This design comes from an exercise in tuning for small area, a short achievable clock period and few clock cycles per item on the open sky130 flow, not from production work. RTL that was checked went through simulation tests only; none was proved equivalent to the original. The RTL of runs 5 and 6 was laid out without a check of its function.

File: flow/run.sh
#!/bin/bash
# synth_recipe.tcl (not shown) runs the flow's synth.tcl, then flattens the netlist and writes it again
# the make line also repeats each setting of config.mk as NAME=value (left out here)
make -C /OpenROAD-flow-scripts/flow DESIGN_CONFIG=/design/flow/config.mk WORK_HOME=/design/flow/orfs CLKGATE_MAP_FILE= SYNTH_SCRIPT=/design/flow/synth_recipe.tcl finish
File: flow/config.mk
export PLATFORM = sky130hd
export DESIGN_NAME = joltage
export DESIGN_NICKNAME = joltage
export VERILOG_FILES = /design/flow/design.v
export SDC_FILE = /design/flow/constraint.sdc
export NUM_CORES = 4
export LEC_CHECK = 0
export CAP_MARGIN = 20
export CORE_MARGIN = 2
export CORE_UTILIZATION = 40
export SLEW_MARGIN = 20
File: flow/constraint.sdc
create_clock -name core_clock -period 25.0 [get_ports {clk}]
set_input_delay 5.0000 -clock core_clock [delete_from_list [all_inputs] [get_ports {clk}]]
set_output_delay 5.0000 -clock core_clock [all_outputs]
set_load 0.01 [all_outputs]
File: flow/design.v
module joltage #(parameter int LENGTH = 100) (
    input logic clk, rst, start, data_valid,
    input logic [4*LENGTH-1:0] line_flat,
    output logic [15:0] joltage1_out,
    output logic [63:0] joltage2_out,
    output logic done
    );
    logic [3:0] line [0:LENGTH-1];
    genvar k;
    generate
        for (k = 0; k < LENGTH; k++) begin : unflatten
            assign line[k] = line_flat[4*k +: 4];
        end
    endgenerate
    parameter IDLE   = 4'b000_0,
              DATA   = 4'b001_0,
              CALC_1 = 4'b010_0,
              CALC_2 = 4'b011_0,
              SUM    = 4'b100_0,
              DONE   = 4'b101_1;
    logic [3:0] state;
    assign done = state[0];
    logic [3:0] buffer [0:LENGTH-1-2];
    logic [3:0] shift_last;
    assign shift_last = buffer[LENGTH-1-2];
    logic [$clog2(LENGTH)-1:0] counter;
    logic [3:0] p1_curr_jolt [0:1];
    logic p1_jolt_en [0:1];
    always_comb begin : p1_comb 
        p1_jolt_en[0] = shift_last >= p1_curr_jolt[0];
        p1_jolt_en[1] = (p1_curr_jolt[0] >= p1_curr_jolt[1]) && p1_jolt_en[0];
    end
    always_ff @(posedge clk) begin : p1_seq
        if (state == DATA) begin
            p1_curr_jolt[0] <= line[LENGTH-2];
            p1_curr_jolt[1] <= line[LENGTH-1];
        end
        else if (state == CALC_1 || state == CALC_2) begin
            p1_curr_jolt[0] <= p1_jolt_en[0] ? shift_last : p1_curr_jolt[0];
            p1_curr_jolt[1] <= p1_jolt_en[1] ? p1_curr_jolt[0] : p1_curr_jolt[1];
        end
        if (state == IDLE)
            joltage1_out <= 16'd0;
        else if (state == SUM)
            joltage1_out <= joltage1_out + p1_curr_jolt[0] * 4'd10 + p1_curr_jolt[1];
    end
    logic [3:0] p2_curr_jolt [0:11];
    logic p2_jolt_en [0:11];
    always_comb begin : p2_comb
        p2_jolt_en[0] = (shift_last >= p2_curr_jolt[0]);
        for (int z = 1; z < 12; z++) begin
            p2_jolt_en[z] = (p2_curr_jolt[z-1] >= p2_curr_jolt[z]) && p2_jolt_en[z-1];
        end
    end
    genvar i;
    generate
        for (i = 0; i < 12; i++) begin
            always_ff @(posedge clk) begin : p2_seq
                if (state == DATA) begin
                    p2_curr_jolt[i] <= line[LENGTH-12+i];
                end
                else if (state == CALC_2) begin
                    if (i == 0)
                        p2_curr_jolt[i] <= p2_jolt_en[i] ? shift_last : p2_curr_jolt[i];
                    else
                        p2_curr_jolt[i] <= p2_jolt_en[i] ? p2_curr_jolt[i-1] : p2_curr_jolt[i];
                end
            end
        end
    endgenerate
    logic [39:0] stage1, stage2, stage3, stage4, stage5, stage6;
    logic [39:0] stage7, stage8, stage9, stage10, stage11, stage12;
    always_comb begin : mult_add  
        stage1  = p2_curr_jolt[0];
        stage2  = (stage1  * 10) + p2_curr_jolt[1];
        stage3  = (stage2  * 10) + p2_curr_jolt[2];
        stage4  = (stage3  * 10) + p2_curr_jolt[3];
        stage5  = (stage4  * 10) + p2_curr_jolt[4];
        stage6  = (stage5  * 10) + p2_curr_jolt[5];
        stage7  = (stage6  * 10) + p2_curr_jolt[6];
        stage8  = (stage7  * 10) + p2_curr_jolt[7];
        stage9  = (stage8  * 10) + p2_curr_jolt[8];
        stage10 = (stage9  * 10) + p2_curr_jolt[9];
        stage11 = (stage10 * 10) + p2_curr_jolt[10];
        stage12 = (stage11 * 10) + p2_curr_jolt[11];
    end
    always_ff @(posedge clk) begin : p2_joltage_sum
        if (state == IDLE)
            joltage2_out <= 64'd0;
        else if (state == SUM) begin
            joltage2_out <= joltage2_out + stage12;
        end
    end
    always_ff @(posedge clk) begin : counter_logic
        if (state == DATA)
            counter <= '0;
        else if (state == CALC_1 || state == CALC_2)
            counter <= counter + 1'b1;
    end
    genvar j;
    generate
        for (j = 0; j < LENGTH-2; j++) begin
            always_ff @(posedge clk) begin : shift_reg
                if ((state == DATA) && data_valid) begin
                    buffer[j] <= line[j];
                end
                if (state == CALC_1 || state == CALC_2) begin
                    buffer[j] <= buffer[j-1];
                    if (j == 0)
                        buffer[j] <= 4'd0;
                end
            end
        end
    endgenerate
    always_ff @(posedge clk) begin : state_transitions
        if (rst) begin
            state <= IDLE;
        end
        else begin
            case (state)
                IDLE: state <= start ? DATA : IDLE;
                DATA: state <= data_valid ? CALC_1 : DATA;
                CALC_1: state <= counter == 4'd9 ? CALC_2 : CALC_1;
                CALC_2: state <= counter == LENGTH - 2'd3 ? SUM : CALC_2;
                SUM: state <= DONE;
                DONE: state <= start ? DATA : DONE;
                default : ;
            endcase
        end
    end
endmodule
==> out/qor.yml, run 1 <==
cp_data_required_time_ps: 25520
die_y_um: 354.4
worstSkewPairLatency_ps: 680
drive_above_1_share: 0.05901
layout.nets: 7389
htreeDepth: 2
place.gp.congestion: 0.8537
cts.sink_count: 539
vias: 42138
crit_arrival_ps: 24220
track_usage: 0.2010
finalWirelength_um: 130400
die_area_um2: 125600
detail-route-antenna-nets: 0
area_delta_synth_final_pct: 19.55
drc: 0
max_stage_delay_ps: 530
antenna_found_initial: 52
ys_warn_count: 7
skew_ps: 60.47
fin_crit_sh: 0.9481
numCtsBuffers: 61
worstSetupStartpointType: "flip-flop"
dr.pass1.iters: 5
syn_avg_cell_area_um2: 8.370
cts_tree: "done"
maxSlewHeadroom: 0.2003
syn_area_um2: 49120
r2r-start: "p2_curr_jolt[0][2]$_DFFE_PP_"
overflow: 0
rows: 128
wl_per_cell_um: 16.31
portBuffers: 484
max_freq_mhz: 42.19
crit_top_cell: "ha_1"
synth-edff-count: 444
postLayoutCellArea_um2: 58730
path_max_fanout: 8
crit_start: "p2_curr_jolt[0][2]$_DFFE_PP_"
end_kind: "flip-flop"
vias_per_cell: 5.270
finalSetupTns_ps: 0
yosysUniqueCellTypes: 104
clk_path_buf_depth: 3
outcome: "timing/DRC/antenna clean"
setup_violations: 0
first_iter_violations: 2452
root_buffer: "clkbuf_16"
finalHoldViolCount: 0
placed_area_um2: 55630
worstHoldStart: "buffer[90][3]$_DFFE_PP_"
yosysSeqAreaShare: 0.3101
synth-main-ff-cell: "edfxtp_1"
synthCells: 5869
async_flop_share: 0
floorplan.initialDensity: 0.4030
die_w_um: 354.4
ios: 485
path_clk_slew_ps: 60
slew_violations: 0
tightest_slew_ps: 1200
synth-seq-cells: 539
post-dp-hpwl_um: 102400
cpMaxStageDelayCell: "or3b_2"
maxCapViolations: 0
first_global_vias: 40802
grt_max_degree: 234
min_path_type: "flip-flop to flip-flop"
period_minus_slack_ps: 23700
grt_pass1_wl_um: 209400
crit_type: "flip-flop to flip-flop"
core_area_um2: 121900
[through the flow]
stage,utilization,hold WS [ps],instances,setup WS (ps)
after floorplan,-,436.6,5873,2254
after global placement,0.4565,442.0,7837,538.5
after detailed placement,0.4565,453.4,7837,-57.83
after CTS,0.4726,462.5,7953,7.390
after global routing,0.4817,474.5,7988,-226.2
final,0.4819,458.0,7996,1297
[critical path: cells and delay by family (launching register included)]
| kind | cells | cell delay [ps] |
|---|---|---|
| adder cells (fa/ha/maj) | 23 | 7440 |
| buffers and inverters | 6 | 560 |
| AO/OA/AOI/OAI | 29 | 5790 |
| flip-flops | 1 | 450 |
| AND/OR/NAND/NOR | 28 | 5570 |
| XOR/XNOR | 18 | 3720 |
[cells in the mapped netlist (104+ instances only)]
library cell  instances  area (µm²)
a21o_1              134        1006
a21oi_1             319        1597
clkbuf_1            149       559.3
edfxtp_1            444       13330
ha_1                655        8195
inv_1               263       987.2
nand2_1            1538        5773
nand3_1             134       670.6
nor2_1              299        1122
nor3_1              104       520.5
o21ai_0             215        1076
xnor2_1             334        2925
xor2_1              179        1568
[worst paths after layout]
check	end	slack, ps	cells after the start
max	joltage2_out[60]$_SDFFE_PP0P_	1300	104
min	buffer[91][3]$_DFFE_PP_	460	2
max reg2reg	joltage2_out[60]$_SDFFE_PP0P_	1300	104
min reg2reg	buffer[91][3]$_DFFE_PP_	460	2
[flip-flops by register name, summed over array words and instances, names as in the netlist]
name          cells
buffer          392
counter           7
joltage1_out     16
joltage2_out     64
p1_curr_jolt      8
p2_curr_jolt     48
state             4
[layout make-up]
class | count | area (µm²)
multi-input combinational | 4899 | 33180
clock buffer | 79 | 1604
timing repair buffer | 538 | 5288
fill | 11811 | 63150
clock inverter | 37 | 362.8
sequential | 539 | 15230
antenna | 16 | 40.04
tap | 1625 | 2033
inverter | 263 | 987.2
[kinds of logic after synthesis]
group,after synthesis,share of synthesized area
simple gates,2567,0.2341
fa+ha+maj,683,0.1783
other cells,1,0.00007634
mux,19,0.003923
compound gates,1108,0.1465
xor+xnor,517,0.09330
flops,539,0.3101
buf+inv,435,0.03375
[repair_timing]
item	4_1_cts	5_1_grt
endpoints found under the setup margin	5	31
pin swaps	0	35
hold buffers	0	0
buffers inserted	0	27
gates resized for setup	2	188
[routing by layer]
| metal | vias up | global-route usage | part of all wire |
|---|---|---|---|
| met5 | - | 0 | 0.0033 |
| met4 | 66 | 0.04475 | 0.019 |
| met3 | 191 | 0.05208 | 0.066 |
| met2 | 702 | 0.3464 | 0.47 |
| met1 | 19567 | 0.2513 | 0.44 |
| li1 | 21612 | - | - |
[layout by cell type, fill, tap and decap left out, types with 29 or more instances in the layout]
cell	netlist	final
or3_1	36	35
a211oi_1	55	50
nor3_1	104	91
a21o_1	134	134
nand2b_1	60	60
xor2_1	179	165
clkdlybuf4s50_1	0	484
o21ai_0	215	205
ha_1	655	638
dfxtp_1	95	95
nor2b_1	57	57
xnor2_1	334	302
clkbuf_16	0	61
edfxtp_1	444	444
a21oi_1	319	306
inv_1	263	263
nor2_1	299	285
nand4_1	44	44
buf_4	0	51
a31oi_1	37	34
and2_1	39	37
nand2_1	1538	1535
xnor2_2	0	32
and3_1	53	50
nand3_1	134	131
o21a_1	50	50
o21bai_1	40	40
o211ai_1	29	29
Testbench counts, summed over its fixed seeds: cycles 24,248, lines 240.
==> run 2, diff against run 1 <==
==> flow/design.v (replaced) <==
module joltage #(parameter int LENGTH = 100) (
    input logic clk, rst, start, data_valid,
    input logic [4*LENGTH-1:0] line_flat,
    output logic [15:0] joltage1_out,
    output logic [63:0] joltage2_out,
    output logic done
    );
    localparam int K    = 12;                
    localparam int HEAD = LENGTH - K + 1;    
    localparam int TL   = K - 1;             
    logic [3:0] line [0:LENGTH-1];
    genvar k;
    generate
        for (k = 0; k < LENGTH; k++) begin : unflatten
            assign line[k] = line_flat[4*k +: 4];
        end
    endgenerate
    function automatic logic ge4(input logic [3:0] a, input logic [3:0] b);
        logic r;
        r = a[0] | ~b[0];
        for (int i = 1; i < 4; i++) r = (a[i] & ~b[i]) | (~(~a[i] & b[i]) & r);
        ge4 = r;
    endfunction
    function automatic logic ge8(input logic [7:0] a, input logic [7:0] b);
        logic r;
        r = a[0] | ~b[0];
        for (int i = 1; i < 8; i++) r = (a[i] & ~b[i]) | (~(~a[i] & b[i]) & r);
        ge8 = r;
    endfunction
    logic [3:0] ln [0:LENGTH-1];
    always_ff @(posedge clk) begin : line_reg
        if (data_valid)
            for (int i = 0; i < LENGTH; i++) ln[i] <= line[i];
    end
    logic [LENGTH-1:0] pl [0:3];
    always_comb begin
        for (int b = 0; b < 4; b++)
            for (int i = 0; i < LENGTH; i++) pl[b][i] = ln[i][b];
    end
    logic waitd, sel, fin;
    logic [3:0] j;
    always_ff @(posedge clk) begin : control
        if (rst) begin
            waitd <= 1'b0;
            sel   <= 1'b0;
            fin   <= 1'b0;
            done  <= 1'b0;
            j     <= '0;
        end else begin
            fin <= 1'b0;
            if (start) begin
                waitd <= 1'b1;
                done  <= 1'b0;
            end
            if (waitd && data_valid) begin
                waitd <= 1'b0;
                sel   <= 1'b1;
                j     <= '0;
            end
            if (sel) begin
                j <= j + 1'b1;
                if (j == 4'(K - 1)) begin
                    sel <= 1'b0;
                    fin <= 1'b1;
                end
            end
            if (fin)
                done <= 1'b1;
        end
    end
    logic first;                    
    logic [LENGTH-1:0] act;         
    logic [TL-1:0] hiok;            
    logic [LENGTH-1:0] cand [0:4];
    logic [3:0] mx;
    logic [LENGTH-1:0] nxt;
    always_comb begin : select
        cand[4] = {act[LENGTH-1:HEAD] & hiok & {TL{~first}}, act[HEAD-1:0] | {HEAD{first}}};
        for (int b = 3; b >= 0; b--) begin
            mx[b] = |(cand[b+1] & pl[b]);
            cand[b] = cand[b+1] & (pl[b] | {LENGTH{~mx[b]}});
        end
        nxt[0] = 1'b0;
        for (int i = 1; i < LENGTH; i++) nxt[i] = nxt[i-1] | cand[0][i-1];
    end
    always_ff @(posedge clk) begin : select_seq
        first <= waitd && data_valid;
        act   <= nxt;
        hiok  <= first ? {{(TL-1){1'b0}}, 1'b1} : {hiok[TL-2:0], 1'b1};
    end
    logic [3:0] mreg, m0, m1;
    logic [39:0] v;
    always_ff @(posedge clk) begin : horner
        mreg <= mx;
        if (sel && j == 4'd0) m0 <= mx;
        if (sel && j == 4'd1) m1 <= mx;
        if (j == 4'd0)
            v <= 40'd0;
        else
            v <= (v << 3) + (v << 1) + 40'(mreg);
    end
    logic [3:0] td;
    always_comb begin : tail_digit
        td = 4'd0;
        for (int t = 0; t < TL; t++)
            if (j == 4'(t)) td = td | ln[HEAD+t];
    end
    logic [3:0] pm, rt;
    logic [7:0] t2;
    logic [6:0] p1v;
    always_ff @(posedge clk) begin : part1
        logic [7:0] ca, p;
        if (j == 4'd0) begin
            pm <= td;
        end else if (sel && j < 4'(TL)) begin
            if (j == 4'd1 || !ge8(t2, {pm, td})) t2 <= {pm, td};
            if (!ge4(pm, td)) pm <= td;
            if (j == 4'd1 || !ge4(rt, td)) rt <= td;
        end
        ca = {m0, ge4(m1, rt) ? m1 : rt};
        p = ge8(ca, t2) ? ca : t2;
        p1v <= 7'(p[7:4] * 4'd10) + 7'(p[3:0]);
    end
    always_ff @(posedge clk) begin : totals
        if (rst) begin
            joltage1_out <= 16'd0;
            joltage2_out <= 64'd0;
        end else if (fin) begin
            joltage1_out <= joltage1_out + 16'(p1v);
            joltage2_out <= joltage2_out + (64'(v) << 3) + (64'(v) << 1) + 64'(mreg);
        end
    end
endmodule
==> out/qor.yml, run 2 <==
cpMaxStageDelayCell: "nor3_2"
drive_above_1_share: 0.07175  # +0.01274
place.gp.congestion: 1.158  # +36%
path_max_fanout: 67  # +59
synth_common_cells: "edfxtp_1 (424), nor2_1 (321), dfxtp_1 (249)"
path_clk_slew_ps: 70  # about the same
placed_cells: 5324  # -32%
finalWirelength_um: 236100  # +81%
portBuffers: 484  # unchanged
grt_max_degree: 166  # -29%
maxSlewHeadroom: 0.07203  # -0.1282
root_buffer: "clkbuf_16"
syn_area_um2: 38160  # -22%
synth-seq-cells: 673  # +25%
nFillCells: 8639  # -27%
layout_common_cells: "clkdlybuf4s50_1 (482), edfxtp_1 (424), nor2_1 (321)"
post-dp-hpwl_um: 185600  # +81%
synth.top_cell.area_share: 0.3336  # +0.06221
finish.utilization: 0.4950  # +0.01310
vias_per_cell: 6.966  # +32%
crit_top_cell: "buf_4"
synth-edff-count: 424  # -4.5%
crit_arrival_ps: 11970  # -12250 ps
area_delta_synth_final_pct: 22.86
yosysMostFrequentCell: "edfxtp_1"
die_area_um2: 97890  # -22%
yosysSeqAreaShare: 0.4643  # +0.1541
numCtsBuffers: 75  # +23%
fin_crit_sh: 0.4596  # -0.4885
ys_warn_count: 5  # -2
holdPathStages: 1  # -1
register_area_um2: 17720  # +16%
crit_type: "flip-flop to flip-flop"
rrSetupSlack_ps: 13510  # +12210 ps
r2r-start: "first$_DFF_P_"
end_kind: "flip-flop"
rsz0062_at_grt: "false"
largestRegisters: "ln (400), act (99), joltage2_out (64)"
drc: 0  # unchanged
max_stage_delay_ps: 1010  # +480 ps
finalHoldViolCount: 0  # unchanged
synthCells: 3669  # -37%
ios: 485  # unchanged
period_minus_slack_ps: 11490  # -12210 ps
tightest_slew_ps: 1379  # +179.6 ps
synth-main-ff-cell: "edfxtp_1"
rr_endpoint: "act[86]$_DFF_P_"
htreeDepth: 3  # +1
grt_pass1_wl_um: 311200  # +49%
top_usage_layer: "met2"
regMostFlops: "ln"
worstHoldStart: "hiok[2]$_SDFF_PP0_"
max_freq_mhz: 87.04  # +110%
holdPathEnd: "hiok[3]$_SDFF_PP0_"
antenna_found_initial: 31  # -40%
skew_ps: 24.86  # -35.61 ps
maxCapViolations: 0  # unchanged
cts-hold-fix-buffers: 0  # unchanged
grt_use_met1: 0.5491  # +0.2978
die_y_um: 312.9  # -12%
core_area_um2: 94730  # -22%
reg2regPathDepth: 27  # -74%
grt_util_met2: 0.6853  # +0.3389
layout_commonest_cell: "clkdlybuf4s50_1"
cts_tree: "done"
finalSetupTns_ps: 0  # unchanged
syn_avg_cell_area_um2: 10.40  # +24%
yosysUniqueCellTypes: 105  # +0.96%
wl_per_cell_um: 43.06  # +160%
cts-resized-gates: 0  # -2
worstSetupStartpointType: "flip-flop"
grtUsageMet3: 0.1982  # +0.1461
post-synth-top-area-cell: "edfxtp_1"
fin_cells: 5484  # -31%
outcome: "timing/DRC/antenna clean"
setup_violations: 0  # unchanged
synth.area.top_cells: "edfxtp_1 (33%), dfxtp_1 (13%), ha_1 (5.9%)"
multi_input_area_um2: 19020  # -43%
clk_path_buf_depth: 3  # unchanged
cp_data_required_time_ps: 25480  # -40 ps
cts.sink_count: 673  # +25%
overflow: 0  # unchanged
rows: 113  # -12%
dr.pass1.iters: 7  # +2
layout.nets: 4768  # -35%
vias: 38200  # -9.3%
track_usage: 0.4697  # +0.2686
die_w_um: 312.9  # -12%
first_iter_violations: 6451  # +160%
first_global_vias: 35924  # -12%
async_flop_share: 0  # unchanged
floorplan.initialDensity: 0.4029  # about the same
post_cts_buffers: 0  # unchanged
largest_reg_flops: 400  # +2.0%
slew_violations: 0  # unchanged
detail-route-antenna-nets: 0  # unchanged
min_path_type: "flip-flop to flip-flop"
worstSkewPairLatency_ps: 660  # -20 ps
==> run 2: layout make-up <==
class                      instances  share of cell area
antenna                           24            0.001281
clock inverter                    48             0.01164
multi-input combinational       2666              0.4058
inverter                         177             0.01417
timing repair buffer             545              0.1136
clock buffer                      86             0.04179
sequential                       673              0.3780
tap                             1265             0.03376
==> run 2: per-layer routing <==
layer | share of wire | wire length [µm] | up-vias
met5 | 0.00083 | 195 | -
met4 | 0.092 | 21830 | 24
met3 | 0.13 | 30100 | 944
met2 | 0.42 | 98710 | 3260
met1 | 0.36 | 85300 | 18553
li1 | - | - | 15419
==> run 2: metrics by stage <==
stage          cell area [µm²]  setup WS, ps  hold WS (ps)
4_1_cts                  46790         14180         461.8
2_1_floorplan            38160         19050         429.7
6_report                 46890         13510         463.2
3_5_place_dp             44290         14240         450.4
5_1_grt                  46840         13380         476.3
3_3_place_gp             44280         14380         439.8
==> run 2: kinds of logic (layout without fill, tap and decap cells) <==
kind of cell / count (synthesis) / count (layout) / share of synthesized area
AOI/OAI and AO/OA: 1174 / 1174 / 0.2287
xor gates and xnor gates: 84 / 84 / 0.01928
adders and majority gates: 241 / 241 / 0.08728
buffers and inverters: 330 / 856 / 0.03852
DFF: 673 / 673 / 0.4643
muxes: 39 / 39 / 0.01026
other: 0 / 24 / 0
and+or+nand+nor: 1128 / 1128 / 0.1517
==> run 2: worst max-delay path: cells and delay by family, from the launching register on <==
kind,cells,cell delay (ps)
AOI/OAI and AO/OA,8,2690
buffers and inverters,7,3690
DFF,1,760
and+or+nand+nor,12,3910
==> run 2: worst max-delay path by stage <==
| stage | from | end | slack [ps] | cells past startpoint |
|---|---|---|---|---|
| 6_report | first$_DFF_P_ | act[86]$_DFF_P_ | 13510 | 27 |
| 3_3_place_gp | first$_DFF_P_ | act[98]$_DFF_P_ | 14380 | 27 |
| 4_1_cts | first$_DFF_P_ | act[86]$_DFF_P_ | 14180 | 27 |
| 3_5_place_dp | first$_DFF_P_ | act[86]$_DFF_P_ | 14240 | 27 |
| 2_1_floorplan | rst | j[0]$_SDFFE_PP0P_ | 19050 | 4 |
| 5_1_grt | first$_DFF_P_ | act[86]$_DFF_P_ | 13380 | 27 |
Testbench counts of run 2, summed over its fixed seeds: cycles 3,608, lines 240.
==> run 3, diff against run 2 <==
--- a/flow/design.v
+++ b/flow/design.v
@@ -28,7 +28,8 @@
         ge8 = r;
     endfunction
+    logic waitd;
     logic [3:0] ln [0:LENGTH-1];
     always_ff @(posedge clk) begin : line_reg
-        if (data_valid)
+        if (waitd)
             for (int i = 0; i < LENGTH; i++) ln[i] <= line[i];
     end
@@ -38,5 +39,5 @@
             for (int i = 0; i < LENGTH; i++) pl[b][i] = ln[i][b];
     end
-    logic waitd, sel, fin;
+    logic sel, fin;
     logic [3:0] j;
     always_ff @(posedge clk) begin : control
@@ -91,4 +92,6 @@
     logic [3:0] mreg, m0, m1;
     logic [39:0] v;
+    logic [63:0] sum;
+    assign sum = (fin ? joltage2_out : 64'd0) + (64'(v) << 3) + (64'(v) << 1) + 64'(mreg);
     always_ff @(posedge clk) begin : horner
         mreg <= mx;
@@ -98,5 +101,5 @@
             v <= 40'd0;
         else
-            v <= (v << 3) + (v << 1) + 40'(mreg);
+            v <= sum[39:0];
     end
     logic [3:0] td;
@@ -122,11 +125,13 @@
         p1v <= 7'(p[7:4] * 4'd10) + 7'(p[3:0]);
     end
+    logic rst_q;
+    always_ff @(posedge clk) rst_q <= rst;
     always_ff @(posedge clk) begin : totals
-        if (rst) begin
+        if (rst_q) begin
             joltage1_out <= 16'd0;
             joltage2_out <= 64'd0;
         end else if (fin) begin
             joltage1_out <= joltage1_out + 16'(p1v);
-            joltage2_out <= joltage2_out + (64'(v) << 3) + (64'(v) << 1) + 64'(mreg);
+            joltage2_out <= sum;
         end
     end
==> out/qor.yml, run 3 <==
finalWirelength_um: 234000  # -0.92%
cts_tree: "done"
end_kind: "flip-flop"
layout.nets: 4638  # -2.7%
drc: 0  # unchanged
vias_per_cell: 7.092  # +1.8%
yosysSeqAreaShare: 0.4758  # +0.01159
synth.area.top_cells: "edfxtp_1 (34%), dfxtp_1 (13%), ha_1 (3.5%)"
root_buffer: "clkbuf_16"
syn_area_um2: 37270  # -2.3%
worst_slack_ps: 13360  # -154.4 ps
period_minus_slack_ps: 11640  # +154.4 ps
dr.pass1.iters: 12  # +5
layout_common_cells: "clkdlybuf4s50_1 (484), edfxtp_1 (424), nor2_1 (297)"
crit_start: "first$_DFF_P_"
clk_path_buf_depth: 3  # unchanged
rr_endpoint: "act[94]$_DFF_P_"
syn_avg_cell_area_um2: 10.30  # -1.0%
post_cts_buffers: 0  # unchanged
ys_warn_count: 5  # unchanged
grt_pass1_wl_um: 307300  # -1.3%
setup_violations: 0  # unchanged
area_delta_synth_final_pct: 24.16
fin_crit_sh: 0.4657  # +0.006176
async_flop_share: 0  # unchanged
placed_area_um2: 43420  # -2.0%
cts-hold-fix-buffers: 0  # unchanged
die_y_um: 309.3  # -1.2%
synth-main-ff-cell: "edfxtp_1"
cts.sink_count: 674  # +0.15%
place.gp.congestion: 1.174  # +1.4%
layout_commonest_cell: "clkdlybuf4s50_1"
worstSkewPairLatency_ps: 720  # +60 ps
r2r-start: "first$_DFF_P_"
cts-resized-gates: 0  # unchanged
vias: 38375  # +0.46%
outcome: "timing/DRC/antenna clean"
endpoint: "act[94]$_DFF_P_"
synth.top_cell.area_share: 0.3416  # +0.007940
path_max_fanout: 150  # +120%
rrSetupSlack_ps: 13360  # -150 ps
synthCells: 3620  # -1.3%
register_area_um2: 17750  # +0.14%
path_clk_slew_ps: 70  # about the same
synth-seq-cells: 674  # +0.15%
core_area_um2: 91940  # -2.9%
post-synth-top-area-cell: "edfxtp_1"
finalHoldViolCount: 0  # unchanged
dp_slack_ps: 14120  # -121.4 ps
placed_cells: 5243  # -1.5%
track_usage: 0.4791  # +0.009391
yosysUniqueCellTypes: 97  # -7.6%
first_global_vias: 36143  # +0.61%
portBuffers: 484  # unchanged
worstSetupStartpointType: "flip-flop"
skew_ps: 63.22  # +38.36 ps
wl_per_cell_um: 43.24  # +0.42%
rsz0062_at_grt: "false"
overflow: 0  # unchanged
die_w_um: 309.3  # -1.2%
maxCapViolations: 0  # unchanged
largestRegisters: "ln (400), act (99), joltage2_out (64)"
maxSlewHeadroom: 0.1903  # +0.1183
grt_max_degree: 151  # -9.0%
regMostFlops: "ln"
postLayoutCellArea_um2: 46280  # -1.3%
drive_above_1_share: 0.08219  # +0.01044
yosysMostFrequentCell: "edfxtp_1"
max_stage_delay_ps: 740  # -270 ps
crit_arrival_ps: 12180  # +210 ps
cpMaxStageDelayCell: "buf_4"
htreeDepth: 3  # unchanged
crit_type: "flip-flop to flip-flop"
slew_violations: 0  # unchanged
numCtsBuffers: 77  # +2.7%
floorplan.initialDensity: 0.4054  # +0.002566
first_iter_violations: 7041  # +9.1%
antenna_found_initial: 38  # +23%
detail-route-antenna-nets: 0  # unchanged
cp_data_required_time_ps: 25530  # +50 ps
nFillCells: 8417  # -2.6%
tightest_slew_ps: 1203  # -175.8 ps
max_freq_mhz: 85.89  # -1.3%
rows: 111  # -1.8%
ios: 485  # unchanged
post-dp-hpwl_um: 181300  # -2.3%
synth_common_cells: "edfxtp_1 (424), nor2_1 (299), dfxtp_1 (250)"
fin_cells: 5411  # -1.3%
multi_input_area_um2: 18100  # -4.8%
crit_top_cell: "buf_4"
reg2regPathDepth: 27  # unchanged
die_area_um2: 95640  # -2.3%
finalSetupTns_ps: 0  # unchanged
largest_reg_flops: 400  # unchanged
min_path_type: "flip-flop to flip-flop"
synth-edff-count: 424  # unchanged
-- run 3: kinds of logic after synthesis --
| family | after synthesis | share of synthesized area |
|---|---|---|
| AO/OA/AOI/OAI | 1143 | 0.2292 |
| adder cells (fa/ha/maj) | 165 | 0.06344 |
| buffers and inverters | 351 | 0.04156 |
| flip-flops | 674 | 0.4758 |
| XOR/XNOR | 63 | 0.01480 |
| AND/OR/NAND/NOR | 1195 | 0.1671 |
| multiplexers | 29 | 0.008056 |
-- run 3: worst min path at each step --
stage	startpoint	to	slack [ps]	depth (start not counted)
after floorplan	hiok[9]$_SDFF_PP0_	hiok[10]$_SDFF_PP0_	430	1
after global placement	hiok[6]$_SDFF_PP0_	hiok[7]$_SDFF_PP0_	450	1
after detailed placement	hiok[4]$_SDFF_PP0_	hiok[5]$_SDFF_PP0_	460	1
after CTS	hiok[9]$_SDFF_PP0_	hiok[10]$_SDFF_PP0_	470	1
after global routing	hiok[9]$_SDFF_PP0_	hiok[10]$_SDFF_PP0_	480	1
final	hiok[9]$_SDFF_PP0_	hiok[10]$_SDFF_PP0_	470	1
-- run 3: layer usage --
layer	track usage	vias up	share of wire	wire length, µm
met3	0.2301	1229	0.14	33110
met1	0.5410	18534	0.35	81130
met2	0.6775	3425	0.41	94820
met5	0.01163	-	0.0010	233
li1	-	15155	-	-
met4	0.4057	32	0.11	24660
-- run 3: layout make-up --
class                   instances  area share
clock inverters                36     0.01063
diodes                         19    0.001027
repair buffers                564      0.1184
well taps                    1243     0.03361
flip-flops and latches        674      0.3835
multi-input cells            2595      0.3912
clock buffers                 108     0.04769
inverters                     172     0.01395
-- run 3: through the flow --
stage	utilization	hold slack, ps
6_report	0.5034	466.0
4_1_cts	0.5016	466.0
2_1_floorplan	-	429.7
5_1_grt	0.5029	475.0
3_3_place_gp	0.4721	451.7
3_5_place_dp	0.4723	455.3
-- run 3: critical path, delay by kind of cell (launching register included) --
family | cells | cell delay (ps)
buf+inv | 8 | 3750
simple gates | 11 | 3730
compound gates | 8 | 2850
flops | 1 | 600
Testbench counts of run 3, summed over its fixed seeds: cycles 3,608, lines 240.
==> run 4, diff against run 3 <==
--- a/flow/design.v
+++ b/flow/design.v
@@ -29,4 +29,12 @@
     endfunction
     logic waitd;
+    function automatic logic [LENGTH-1:0] pfx_or(input logic [LENGTH-1:0] x);
+        logic [LENGTH-1:0] p;
+        p = x;
+        for (int l = 0; (1 << l) < LENGTH; l++)
+            for (int i = 0; i < LENGTH; i++)
+                if ((i >> l) & 1) p[i] = p[i] | p[((i >> l) << l) - 1];
+        pfx_or = {p[LENGTH-2:0], 1'b0};
+    endfunction
     logic [3:0] ln [0:LENGTH-1];
     always_ff @(posedge clk) begin : line_reg
@@ -70,23 +78,30 @@
         end
     end
-    logic first;                    
     logic [LENGTH-1:0] act;         
     logic [TL-1:0] hiok;            
-    logic [LENGTH-1:0] cand [0:4];
+    logic [LENGTH-1:0] cand [1:4];
     logic [3:0] mx;
     logic [LENGTH-1:0] nxt;
     always_comb begin : select
-        cand[4] = {act[LENGTH-1:HEAD] & hiok & {TL{~first}}, act[HEAD-1:0] | {HEAD{first}}};
-        for (int b = 3; b >= 0; b--) begin
+        logic [LENGTH-1:0] t0, p0, p1;
+        cand[4] = act & {hiok, {HEAD{1'b1}}};
+        for (int b = 3; b >= 1; b--) begin
             mx[b] = |(cand[b+1] & pl[b]);
             cand[b] = cand[b+1] & (pl[b] | {LENGTH{~mx[b]}});
         end
-        nxt[0] = 1'b0;
-        for (int i = 1; i < LENGTH; i++) nxt[i] = nxt[i-1] | cand[0][i-1];
+        t0 = cand[1] & pl[0];
+        mx[0] = |t0;
+        p0 = pfx_or(t0);
+        p1 = pfx_or(cand[1]);
+        nxt = mx[0] ? p0 : p1;
     end
     always_ff @(posedge clk) begin : select_seq
-        first <= waitd && data_valid;
-        act   <= nxt;
-        hiok  <= first ? {{(TL-1){1'b0}}, 1'b1} : {hiok[TL-2:0], 1'b1};
+        if (waitd) begin
+            act  <= '1;
+            hiok <= '0;
+        end else begin
+            act  <= nxt;
+            hiok <= {hiok[TL-2:0], 1'b1};
+        end
     end
     logic [3:0] mreg, m0, m1;
==> flow/flow/run.sh (new file) <==
#!/bin/bash
# Standard layout, with repair_timing asked to leave a setup margin so that it
# sizes and buffers the design for the period it can reach, not just 25 ns.
# The SDC (clock period and I/O delays) is the design's, unchanged.
set -euo pipefail
export SETUP_SLACK_MARGIN=18
bash standard.sh > standard.log 2>&1
==> flow/standard.sh (new file) <==
#!/bin/bash
# synth_recipe.tcl (not shown) runs the flow's synth.tcl, then flattens the netlist and writes it again
# the make line also repeats each setting of config.mk as NAME=value (left out here)
make -C /OpenROAD-flow-scripts/flow DESIGN_CONFIG=/design/flow/config.mk WORK_HOME=/design/flow/orfs CLKGATE_MAP_FILE= SYNTH_SCRIPT=/design/flow/synth_recipe.tcl "${@:-finish}"
removed: flow/run.sh
==> out/qor.yml, run 4 <==
outcome: "timing/DRC/antenna clean"
crit_cells: 28  # +3.7%
cts_tree: "done"
grt_max_degree: 167  # +11%
place.gp.congestion: 1.041  # -11%
numCtsBuffers: 80  # +3.9%
post-dp-hpwl_um: 116400  # -36%
core_area_um2: 85280  # -7.2%
crit_top_cell: "buf_12"
synth_xor_area_frac: 0.01704  # +0.002235
yosysSeqAreaShare: 0.5156  # +0.03972
reg2regPathDepth: 28  # +3.7%
synthAdderAreaFrac: 0.06866  # +0.005218
worstSkewPairLatency_ps: 650  # -70 ps
tightest_slew_ps: 1070  # -133.1 ps
wl_per_cell_um: 31.53  # -27%
finalSetupTns_ps: 0  # unchanged
max_stage_delay_ps: 570  # -170 ps
dp_slack_ps: 14530  # +408.0 ps
root_buffer: "clkbuf_16"
crit_type: "flip-flop to flip-flop"
synth-seq-cells: 675  # +0.15%
maxCapViolations: 0  # unchanged
dr.pass1.iters: 9  # -3
skew_ps: 22.45  # -40.77 ps
critPathBufInv: 9  # +1
setup_violations: 0  # unchanged
drive_above_1_share: 0.1153  # +0.03310
synth-edff-count: 424  # unchanged
holdPathEnd: "hiok[1]$_SDFF_PP0_"
largestRegisters: "ln (400), act (100), joltage2_out (64)"
cpMaxStageDelayCell: "or4b_1"
layout_commonest_cell: "clkdlybuf4s50_1"
worstHoldStart: "hiok[0]$_DFF_P_"
die_area_um2: 88470  # -7.5%
path_clk_slew_ps: 60  # about the same
layout_common_cells: "clkdlybuf4s50_1 (484), edfxtp_1 (424), dfxtp_1 (242)"
portBuffers: 484  # unchanged
path_max_fanout: 21  # -86%
syn_avg_cell_area_um2: 10.94  # +6.3%
period_minus_slack_ps: 7279  # -4365 ps
yosysMostFrequentCell: "edfxtp_1"
end_kind: "flip-flop"
finalWirelength_um: 156300  # -33%
rr_endpoint: "act[94]$_SDFF_PP1_"
fin_crit_sh: 0.2911  # -0.1746
area_delta_synth_final_pct: 30.88
vias_per_cell: 6.281  # -11%
rsz0062_at_grt: "true"
ios: 485  # unchanged
synth-main-ff-cell: "edfxtp_1"
drc: 0  # unchanged
muxShareOfSynthArea: 0.01635  # +0.008291
regMostFlops: "ln"
crit_family: "simple AND/OR/NAND/NOR gates"
synth_compound_area_frac: 0.2017  # -0.02750
first_iter_violations: 4201  # -40%
holdPathStages: 1  # unchanged
first_global_vias: 30198  # -16%
rrSetupSlack_ps: 17720  # +4360 ps
worst_slack_ps: 17720  # +4365 ps
cp_data_required_time_ps: 25520  # about the same
track_usage: 0.3395  # -0.1395
grt_pass1_wl_um: 216500  # -30%
slew_violations: 0  # unchanged
synth_top_family_by_area: "compound AO/OA/AOI/OAI gates"
largest_reg_flops: 400  # unchanged
finalHoldViolCount: 0  # unchanged
synth_common_cells: "edfxtp_1 (424), dfxtp_1 (251), nor2_1 (241)"
synth.top_cell.area_share: 0.3697  # +0.02809
synth.area.top_cells: "edfxtp_1 (37%), dfxtp_1 (15%), ha_1 (3.8%)"
rows: 107  # -3.6%
clk_path_buf_depth: 3  # unchanged
crit_arrival_ps: 7800  # -4380 ps
max_freq_mhz: 137.4  # +60%
yosysUniqueCellTypes: 96  # -1.0%
htreeDepth: 3  # unchanged
die_w_um: 297.4  # -3.8%
nFillCells: 7612  # -9.6%
ys_warn_count: 5  # unchanged
overflow: 0  # unchanged
r2r-start: "ln[31][3]$_DFFE_PP_"
die_y_um: 297.4  # -3.8%
synthSimpleGateAreaFrac: 0.1485  # -0.01852
async_flop_share: 0  # unchanged
cts.sink_count: 675  # +0.15%
maxSlewHeadroom: 0.2865  # +0.09612
min_path_type: "flip-flop to flip-flop"
layout.nets: 4294  # -7.4%
synthCells: 3148  # -13%
floorplan.initialDensity: 0.4039  # -0.001555
post-synth-top-area-cell: "edfxtp_1"
vias: 31143  # -19%
detail-route-antenna-nets: 0  # unchanged
worstSetupStartpointType: "flip-flop"
antenna_found_initial: 8  # -79%
syn_area_um2: 34440  # -7.6%
[run 4: metal layers]
metal | GRT usage | part of all wire
met5 | 0 | 0.00021
met4 | 0.2142 | 0.076
met3 | 0.08516 | 0.10
met2 | 0.5172 | 0.43
met1 | 0.4317 | 0.39
[run 4: worst register-to-register path, delay by kind of cell (launching register included)]
| kind | cells | cell delay (ps) |
|---|---|---|
| flip-flops | 1 | 450 |
| buffers and inverters | 9 | 1730 |
| AO/OA/AOI/OAI | 8 | 1550 |
| AND/OR/NAND/NOR | 11 | 3410 |
[run 4: through the flow]
stage	utilization	area, µm²	hold slack [ps]	cells
after global placement	0.4742	40440	440.0	4693
after floorplan	-	34440	429.1	3148
after detailed placement	0.4742	40440	442.3	4693
after CTS	0.5212	44450	447.8	4917
after global routing	0.5284	45060	462.9	4952
final	0.5286	45080	453.4	4958
[run 4: timing repair]
action / in CTS / in global routing
pin swaps: 35 / 19
endpoints found under the setup margin: 105 / 95
buffers inserted: 64 / 30
resized for setup: 121 / 53
hold buffers: 0 / 0
cloned: 10 / 5
endpoints found under the hold margin: 0 / 0
[run 4: area by class of cell]
type | count | area [µm²] | area share
sequential | 675 | 17770 | 0.3943
clock buffer | 101 | 2175 | 0.04824
timing repair buffer | 623 | 6404 | 0.1421
antenna | 6 | 15.01 | 0.0003331
clock inverter | 49 | 455.4 | 0.01010
inverter | 136 | 524.3 | 0.01163
multi-input combinational | 2224 | 16300 | 0.3616
tap | 1144 | 1431 | 0.03175
[run 4: logic make-up (layout without fill, tap and decap cells)]
family / Yosys count / count (layout)
other cells: 0 / 6
simple gates: 995 / 999
buf+inv: 253 / 909
fa+ha+maj: 165 / 165
compound gates: 937 / 937
xor+xnor: 67 / 67
flops: 675 / 675
mux: 56 / 56
[run 4: worst max path at each step]
stage                              from            endpoint  slack [ps]
global placement    ln[31][3]$_DFFE_PP_  act[66]$_SDFF_PP1_       14410
floorplan            waitd$_SDFFE_PP0P_  act[19]$_SDFF_PP1_       18610
finish              ln[31][3]$_DFFE_PP_  act[94]$_SDFF_PP1_       17720
global route        ln[47][2]$_DFFE_PP_  act[20]$_SDFF_PP1_       17880
CTS                 ln[13][2]$_DFFE_PP_  act[20]$_SDFF_PP1_       17990
detailed placement  ln[31][3]$_DFFE_PP_  act[66]$_SDFF_PP1_       14530
Testbench counts of run 4, summed over its fixed seeds: cycles 3,608, lines 240.
==> run 5, diff against run 4 <==
--- a/flow/design.v
+++ b/flow/design.v
@@ -80,18 +80,22 @@
     logic [LENGTH-1:0] act;         
     logic [TL-1:0] hiok;            
-    logic [LENGTH-1:0] cand [1:4];
+    logic [LENGTH-1:0] c4, c2, c1;    
     logic [3:0] mx;
     logic [LENGTH-1:0] nxt;
     always_comb begin : select
         logic [LENGTH-1:0] t0, p0, p1;
-        cand[4] = act & {hiok, {HEAD{1'b1}}};
-        for (int b = 3; b >= 1; b--) begin
-            mx[b] = |(cand[b+1] & pl[b]);
-            cand[b] = cand[b+1] & (pl[b] | {LENGTH{~mx[b]}});
-        end
-        t0 = cand[1] & pl[0];
+        logic h8, h4;
+        c4 = act & {hiok, {HEAD{1'b1}}};
+        h8 = |(c4 & pl[3]);
+        h4 = |(c4 & pl[2]);
+        mx[3] = h8;
+        mx[2] = ~h8 & h4;
+        c2 = c4 & (h8 ? pl[3] : (pl[2] | {LENGTH{~h4}}));
+        mx[1] = |(c2 & pl[1]);
+        c1 = c2 & (pl[1] | {LENGTH{~mx[1]}});
+        t0 = c1 & pl[0];
         mx[0] = |t0;
         p0 = pfx_or(t0);
-        p1 = pfx_or(cand[1]);
+        p1 = pfx_or(c1);
         nxt = mx[0] ? p0 : p1;
     end
--- a/flow/flow/run.sh
+++ b/flow/flow/run.sh
@@ -4,4 +4,4 @@
 # The SDC (clock period and I/O delays) is the design's, unchanged.
 set -euo pipefail
-export SETUP_SLACK_MARGIN=18
+export SETUP_SLACK_MARGIN=19
 bash standard.sh > standard.log 2>&1
==> out/qor.yml, run 5 <==
dr.pass1.iters: 7  # -2
maxSlewHeadroom: 0.3051  # +0.01864
tightest_slew_ps: 1042  # -27.96 ps
first_iter_violations: 3887  # -7.5%
setup_violations: 0  # unchanged
overflow: 0  # unchanged
grt_pass1_wl_um: 227900  # +5.3%
finalSetupTns_ps: 0  # unchanged
cts-hold-fix-buffers: 0  # unchanged
outcome: "timing/DRC/antenna clean"
period_minus_slack_ps: 7013  # -265.8 ps
place.gp.congestion: 1.022  # -1.7%
track_usage: 0.3771  # +0.03754
post-synth-top-area-cell: "edfxtp_1"
crit_start: "ln[16][3]$_DFFE_PP_"
dp_slack_ps: 14380  # -152.5 ps
die_w_um: 292.5  # -1.7%
cts.sink_count: 675  # unchanged
synth_common_cells: "edfxtp_1 (424), dfxtp_1 (251), nor2_1 (246)"
layout_commonest_cell: "edfxtp_1"
yosysMostFrequentCell: "edfxtp_1"
worst_slack_ps: 17990  # +265.8 ps
worstSetupStartpointType: "flip-flop"
worstSkewPairLatency_ps: 650  # about the same
die_y_um: 292.5  # -1.7%
antenna_found_initial: 17  # +9
async_flop_share: 0  # unchanged
rows: 105  # -1.9%
vias: 31612  # +1.5%
ys_warn_count: 4  # -1
htreeDepth: 3  # unchanged
syn_avg_cell_area_um2: 11.22  # +2.5%
grt_max_degree: 89  # -47%
drc: 0  # unchanged
layout_common_cells: "edfxtp_1 (424), clkdlybuf4s50_1 (403), buf_4 (258)"
cts_tree: "done"
end_kind: "flip-flop"
synth-main-ff-cell: "edfxtp_1"
synth-edff-count: 424  # unchanged
clk_path_buf_depth: 3  # unchanged
die_area_um2: 85540  # -3.3%
first_global_vias: 30991  # +2.6%
yosysSeqAreaShare: 0.5335  # +0.01793
placed_cells: 4431  # -5.6%
drive_above_1_share: 0.2846  # +0.1693
finalWirelength_um: 165600  # +5.9%
synth.top_cell.area_share: 0.3825  # +0.01285
largestRegisters: "ln (400), act (100), joltage2_out (64)"
min_path_type: "flip-flop to flip-flop"
yosysUniqueCellTypes: 104  # +8.3%
rsz0062_at_grt: "true"
regMostFlops: "ln"
wl_per_cell_um: 33.51  # +6.3%
vias_per_cell: 6.399  # +1.9%
synth-seq-cells: 675  # unchanged
path_max_fanout: 11  # -48%
max_freq_mhz: 142.6  # +3.8%
crit_arrival_ps: 7550  # -250 ps
synthCells: 2967  # -5.7%
fin_crit_sh: 0.2805  # -0.01063
cp_data_required_time_ps: 25540  # +20 ps
portBuffers: 484  # unchanged
floorplan.initialDensity: 0.4047  # +0.0008518
largest_reg_flops: 400  # unchanged
layout.nets: 4358  # +1.5%
post-dp-hpwl_um: 110200  # -5.3%
detail-route-antenna-nets: 0  # unchanged
maxCapViolations: 0  # unchanged
core_area_um2: 82240  # -3.6%
fin_cells: 4940  # -0.36%
worstHoldStart: "hiok[4]$_SDFF_PP0_"
root_buffer: "clkbuf_16"
r2r-start: "ln[16][3]$_DFFE_PP_"
numCtsBuffers: 75  # -6.3%
skew_ps: 31.15  # +8.701 ps
finalHoldViolCount: 0  # unchanged
crit_type: "flip-flop to flip-flop"
area_delta_synth_final_pct: 49.58
synth.area.top_cells: "edfxtp_1 (38%), dfxtp_1 (15%), ha_1 (3.9%)"
path_clk_slew_ps: 60  # about the same
ios: 485  # unchanged
slew_violations: 0  # unchanged
syn_area_um2: 33280  # -3.4%
## run 5: cell types whose count changed after synthesis, moves of 30 or more
| cell | delta |
|---|---|
| a21oi_1 | +38 |
| o211ai_1 | -30 |
| o21ai_0 | -58 |
| nand2_1 | -35 |
| nand3_1 | -120 |
| nand4_1 | -36 |
| o21bai_1 | +50 |
| o311ai_0 | +50 |
| o21a_1 | -39 |
## run 5: area by class of cell
cell class / instances / area [µm²]
Sequential cell: 675 / 17890
Inverter: 163 / 661.9
Tap cell: 1070 / 1339
Fill cell: 6552 / 32460
Clock inverter: 36 / 440.4
Multi-Input combinational cell: 2007 / 17780
Timing Repair Buffer: 880 / 9573
Timing Repair inverter: 2 / 36.28
Clock buffer: 99 / 2039
Antenna cell: 8 / 20.02
## run 5: worst paths after layout
check,to,slack (ps),cells after the start
setup / recovery,act[31]$_SDFF_PP1_,17990,25
hold / removal,hiok[5]$_SDFF_PP0_,480,1
setup reg to reg,act[31]$_SDFF_PP1_,17990,25
hold reg to reg,hiok[5]$_SDFF_PP0_,480,1
## run 5: per-stage QoR
stage | hold WS [ps] | area (µm²) | util
after floorplan | 429.1 | 33320 | -
after global placement | 458.0 | 39190 | 0.4765
after detailed placement | 449.6 | 39190 | 0.4765
after CTS | 476.6 | 47920 | 0.5826
after global routing | 487.6 | 49770 | 0.6051
final | 479.3 | 49790 | 0.6054
## run 5: kinds of logic after synthesis
group	after synthesis	share of synthesized area
xor gates and xnor gates	67	0.01763
buffers and inverters	288	0.03710
muxes	48	0.01447
AOI/OAI and AO/OA	877	0.1933
and+or+nand+nor	848	0.1333
adders and majority gates	164	0.07075
DFF	675	0.5335
## run 5: worst max-delay path, cell delays in order, from the launching register on
cell,delay [ps]
edfxtp_1,520
a22oi_1,260
nand4_1,550
or4_4,790
nor2_8,210
buf_4,140
buf_4,100
bufbuf_16,310
o221ai_1,330
o2111a_1,390
nand4bb_4,120
buf_6,120
nor3_4,40
buf_6,150
buf_6,130
buf_16,160
a21oi_4,190
o21ai_4,130
a221oi_4,370
nand3_2,190
or2_4,290
nor3_4,260
bufinv_16,240
buf_16,150
or3_4,390
a221o_1,360
## run 5: what timing repair did
item	4_1_cts	5_1_grt
resized for setup	1105	210
setup buffers	236	83
pin swaps	123	106
endpoints found under the hold margin	0	0
endpoints found under the setup margin	215	207
gates cloned	43	3
## run 5: routing by layer
metal  part of all wire  vias up  GRT usage
li1                   -    13094          -
met1               0.36    15358     0.4507
met2               0.44     2330     0.5829
met3               0.12      810     0.1321
met4              0.087       20     0.2325
met5             0.0011        -          0
==> run 6, diff against run 5 <==
--- a/flow/design.v
+++ b/flow/design.v
@@ -80,23 +80,24 @@
     logic [LENGTH-1:0] act;         
     logic [TL-1:0] hiok;            
-    logic [LENGTH-1:0] c4, c2, c1;    
+    logic [LENGTH-1:0] c4, c2, c0;    
     logic [3:0] mx;
     logic [LENGTH-1:0] nxt;
     always_comb begin : select
-        logic [LENGTH-1:0] t0, p0, p1;
-        logic h8, h4;
+        logic h8, h4, l3, l2, l1;
+        logic [LENGTH-1:0] e3, e2, e1, e0;
         c4 = act & {hiok, {HEAD{1'b1}}};
         h8 = |(c4 & pl[3]);
         h4 = |(c4 & pl[2]);
-        mx[3] = h8;
-        mx[2] = ~h8 & h4;
         c2 = c4 & (h8 ? pl[3] : (pl[2] | {LENGTH{~h4}}));
-        mx[1] = |(c2 & pl[1]);
-        c1 = c2 & (pl[1] | {LENGTH{~mx[1]}});
-        t0 = c1 & pl[0];
-        mx[0] = |t0;
-        p0 = pfx_or(t0);
-        p1 = pfx_or(c1);
-        nxt = mx[0] ? p0 : p1;
+        e3 = pl[1] & pl[0];
+        e2 = pl[1] & ~pl[0];
+        e1 = ~pl[1] & pl[0];
+        e0 = ~pl[1] & ~pl[0];
+        l3 = |(c2 & e3);
+        l2 = |(c2 & e2);
+        l1 = |(c2 & e1);
+        c0 = c2 & (l3 ? e3 : l2 ? e2 : l1 ? e1 : e0);
+        mx = {h8, ~h8 & h4, l3 | l2, l3 | (~l2 & l1)};
+        nxt = pfx_or(c0);
     end
     always_ff @(posedge clk) begin : select_seq
==> flow/flow/run.sh (replaced) <==
#!/bin/bash
# Standard layout with three changes to how it is made (the SDC, clock period
# and I/O delays are the design's, unchanged):
# - repair_timing is asked for a setup margin, so that it sizes and buffers
#   the design for the period it can reach rather than just 25 ns;
# - the port buffers are buf_1 cells instead of the default choice;

set -euo pipefail
export SETUP_SLACK_MARGIN=18.5
export BUFFER_PORTS_ARGS="-buffer_cell sky130_fd_sc_hd__buf_1"
bash standard.sh > standard.log 2>&1
--- a/flow/config.mk
+++ b/flow/config.mk
@@ -8,4 +8,4 @@
 export CAP_MARGIN = 20
 export CORE_MARGIN = 2
-export CORE_UTILIZATION = 40
+export CORE_UTILIZATION = 45
 export SLEW_MARGIN = 20
==> out/qor.yml, run 6 <==
outcome: "timing/DRC/antenna clean"
setup_violations: 0  # unchanged
detail-route-antenna-nets: 0  # unchanged
antenna_found_initial: 15  # -2
synth_common_cells: "edfxtp_1 (424), dfxtp_1 (251), o2111ai_1 (222)"
holdPathStages: 0  # -1
dr.pass1.iters: 10  # +3
min_path_type: "flip-flop to flip-flop"
regMostFlops: "ln"
rsz0062_at_grt: "true"
max_stage_delay_ps: 700  # -90 ps
worstSkewPairLatency_ps: 670  # +20 ps
path_max_fanout: 21  # +10
grt_pass1_wl_um: 255200  # +12%
layout_common_cells: "buf_1 (484), edfxtp_1 (424), dfxtp_1 (242)"
crit_start: "ln[81][2]$_DFFE_PP_"
grt_max_degree: 87  # -2.2%
post-dp-hpwl_um: 131300  # +19%
clk_path_buf_depth: 3  # unchanged
worstSetupStartpointType: "flip-flop"
die_area_um2: 82980  # -3.0%
maxCapViolations: 0  # unchanged
finish.utilization: 0.6061  # +0.0007260
worstHoldStart: "pm[1]$_DFFE_PP_"
crit_family: "simple AND/OR/NAND/NOR gates"
cts-hold-fix-buffers: 0  # unchanged
die_w_um: 288.1  # -1.5%
synthCells: 3312  # +12%
worst_slack_ps: 17500  # -486.8 ps
synth-seq-cells: 675  # unchanged
post-synth-top-area-cell: "edfxtp_1"
track_usage: 0.4470  # +0.06991
syn_avg_cell_area_um2: 10.96  # -2.3%
largestRegisters: "ln (400), act (100), joltage2_out (64)"
vias: 35695  # +13%
rows: 104  # -0.95%
r2r-start: "ln[81][2]$_DFFE_PP_"
yosysUniqueCellTypes: 102  # -1.9%
skew_ps: 24.39  # -6.763 ps
period_minus_slack_ps: 7500  # +486.8 ps
die_y_um: 288.1  # -1.5%
finalSetupTns_ps: 0  # unchanged
fin_crit_sh: 0.3000  # +0.01947
crit_arrival_ps: 8020  # +470 ps
finalHoldViolCount: 0  # unchanged
ios: 485  # unchanged
numCtsBuffers: 76  # +1.3%
area_delta_synth_final_pct: 33.78
root_buffer: "clkbuf_16"
drc: 0  # unchanged
drive_above_1_share: 0.2137  # -0.07087
cts.sink_count: 675  # unchanged
crit_top_cell: "buf_12"
async_flop_share: 0  # unchanged
synth.area.top_cells: "edfxtp_1 (35%), dfxtp_1 (14%), o2111ai_1 (5.4%)"
place.gp.congestion: 1.083  # +5.9%
dp_slack_ps: 14020  # -362.1 ps
core_area_um2: 80160  # -2.5%
holdPathEnd: "t2[5]$_DFFE_PP_"
path_clk_slew_ps: 70  # about the same
max_freq_mhz: 133.3  # -6.5%
rrSetupSlack_ps: 17500  # -490 ps
first_global_vias: 33351  # +7.6%
syn_area_um2: 36310  # +9.1%
finalWirelength_um: 193200  # +17%
synth-main-ff-cell: "edfxtp_1"
reg2regPathDepth: 26  # +4.0%
first_iter_violations: 5382  # +38%
nFillCells: 6722  # +2.6%
whs_ps: 447.6  # -31.71 ps
floorplan.initialDensity: 0.4530  # +0.04832
rr_endpoint: "act[72]$_SDFF_PP1_"
synth.top_cell.area_share: 0.3506  # -0.03191
synth-edff-count: 424  # unchanged
critPathBufInv: 8  # -1
ys_warn_count: 4  # unchanged
yosysMostFrequentCell: "edfxtp_1"
tightest_slew_ps: 995.7  # -46.68 ps
slew_violations: 0  # unchanged
cpMaxStageDelayCell: "or4_4"
cp_data_required_time_ps: 25520  # -20 ps
wl_per_cell_um: 37.16  # +11%
vias_per_cell: 6.863  # +7.2%
portBuffers: 484  # unchanged
overflow: 0  # unchanged
maxSlewHeadroom: 0.3362  # +0.03112
end_kind: "flip-flop"
yosysSeqAreaShare: 0.4890  # -0.04450
layout_commonest_cell: "buf_1"
largest_reg_flops: 400  # unchanged
htreeDepth: 3  # unchanged
crit_type: "flip-flop to flip-flop"
layout.nets: 4624  # +6.1%
cts_tree: "done"
[run 6: final cells by class]
| class | count | area [µm²] | share of cell area |
|---|---|---|---|
| Multi-Input combinational cell | 2361 | 20470 | 0.4213 |
| Tap cell | 1060 | 1326 | 0.02730 |
| Clock buffer | 103 | 2088 | 0.04298 |
| Sequential cell | 675 | 17770 | 0.3658 |
| Antenna cell | 9 | 22.52 | 0.0004636 |
| Timing Repair Buffer | 819 | 5926 | 0.1220 |
| Clock inverter | 37 | 459.2 | 0.009452 |
| Inverter | 137 | 519.2 | 0.01069 |
[run 6: logic make-up (layout without fill, tap and decap cells)]
family                     count (synthesis)  in the layout  share of synthesized area
xor gates and xnor gates                 134            134                    0.03232
and+or+nand+nor                         1009           1013                     0.1478
other                                      0              9                          0
buffers and inverters                    281           1096                    0.03973
DFF                                      675            675                     0.4890
muxes                                     62             62                    0.01726
AOI/OAI and AO/OA                        985            986                     0.2085
adders and majority gates                166            166                    0.06540
[run 6: how the worst max path moves through the flow]
stage | endpoint | slack (ps) | cells after the start
after detailed placement | act[95]$_SDFF_PP1_ | 14020 | 23
final | act[72]$_SDFF_PP1_ | 17500 | 26
after global routing | act[72]$_SDFF_PP1_ | 17640 | 29
after global placement | act[72]$_SDFF_PP1_ | 13920 | 24
after floorplan | joltage2_out[56]$_SDFFE_PP0P_ | 18680 | 26
after CTS | act[72]$_SDFF_PP1_ | 18170 | 27
[run 6: worst register-to-register path: stages (launching register included)]
cell	delay (ps)
edfxtp_1	570
a22o_1	300
a221oi_4	380
nand4_1	360
or4_4	700
o211ai_4	240
buf_6	160
buf_12	130
buf_12	110
buf_16	170
o21ai_1	110
o32ai_2	660
nor4_4	150
nand4_4	170
nor3_4	80
buf_12	150
bufbuf_16	340
o21ai_0	310
o22ai_2	210
a21oi_2	220
o2111ai_4	300
nor4_4	360
buf_4	180
and3_4	290
and4_4	290
inv_2	50
or4_1	400
[run 6: stage by stage]
stage / instances / area [µm²]
5_1_grt: 5194 / 48560
6_report: 5201 / 48580
2_1_floorplan: 3312 / 36320
4_1_cts: 5117 / 47140
3_3_place_gp: 4755 / 38930
3_5_place_dp: 4755 / 38930
[run 6: repair_timing]
action,in CTS,in global routing
setup endpoints to repair,125,113
gates resized for setup,544,133
cloned,34,9
pin swaps,142,63
endpoints found under the hold margin,0,0
buffers inserted,188,65
[run 6: metal layers]
| layer | share of wire | GRT usage | vias up | wire length, µm |
|---|---|---|---|---|
| met5 | 0.0013 | 0.008140 | - | 260 |
| met4 | 0.097 | 0.3286 | 16 | 18790 |
| met3 | 0.14 | 0.1739 | 1054 | 26540 |
| met2 | 0.42 | 0.6663 | 3048 | 80540 |
| met1 | 0.35 | 0.5220 | 17106 | 67130 |
| li1 | - | - | 14471 | - |

==> static timing again, ports no longer ideal <==
How much do the figures lean on ideal ports? The routed layouts below were timed once more, with nothing changed but the port constraints. Step 1 sets driving cells, clkbuf_16 on the clock port and buf_2 on the other inputs (assumed; they add their load-dependent delay and slew). Step 2, shift: input delay + t, output delay - t, t = (earliest + latest rising clock arrival at the registers) / 2. This alone moves slack from input paths to output paths. a / b / c = ideal ports / drivers / drivers and shift; a / b = the first two.
run	t (ns)	setup WS [ns]	slew at the worst register clock pin (ns)	worst slew at a driven data input, ns	pins driven straight from the clock port
run 1	0.730	1.297 / 1.297 / 1.297	0.06 / 0.06	0.19	1
run 2	0.732	13.511 / 13.511 / 13.511	0.07 / 0.07	0.10	1
run 3	0.765	13.357 / 13.357 / 13.357	0.08 / 0.08	0.12	1
run 4	0.711	17.721 / 17.721 / 17.721	0.07 / 0.07	0.12	1
run 5	0.718	17.987 / 17.987 / 17.987	0.08 / 0.08	0.13	1
run 6	0.731	17.500 / 17.500 / 17.500	0.07 / 0.07	0.10	1
After both steps every run listed still meets setup and hold.
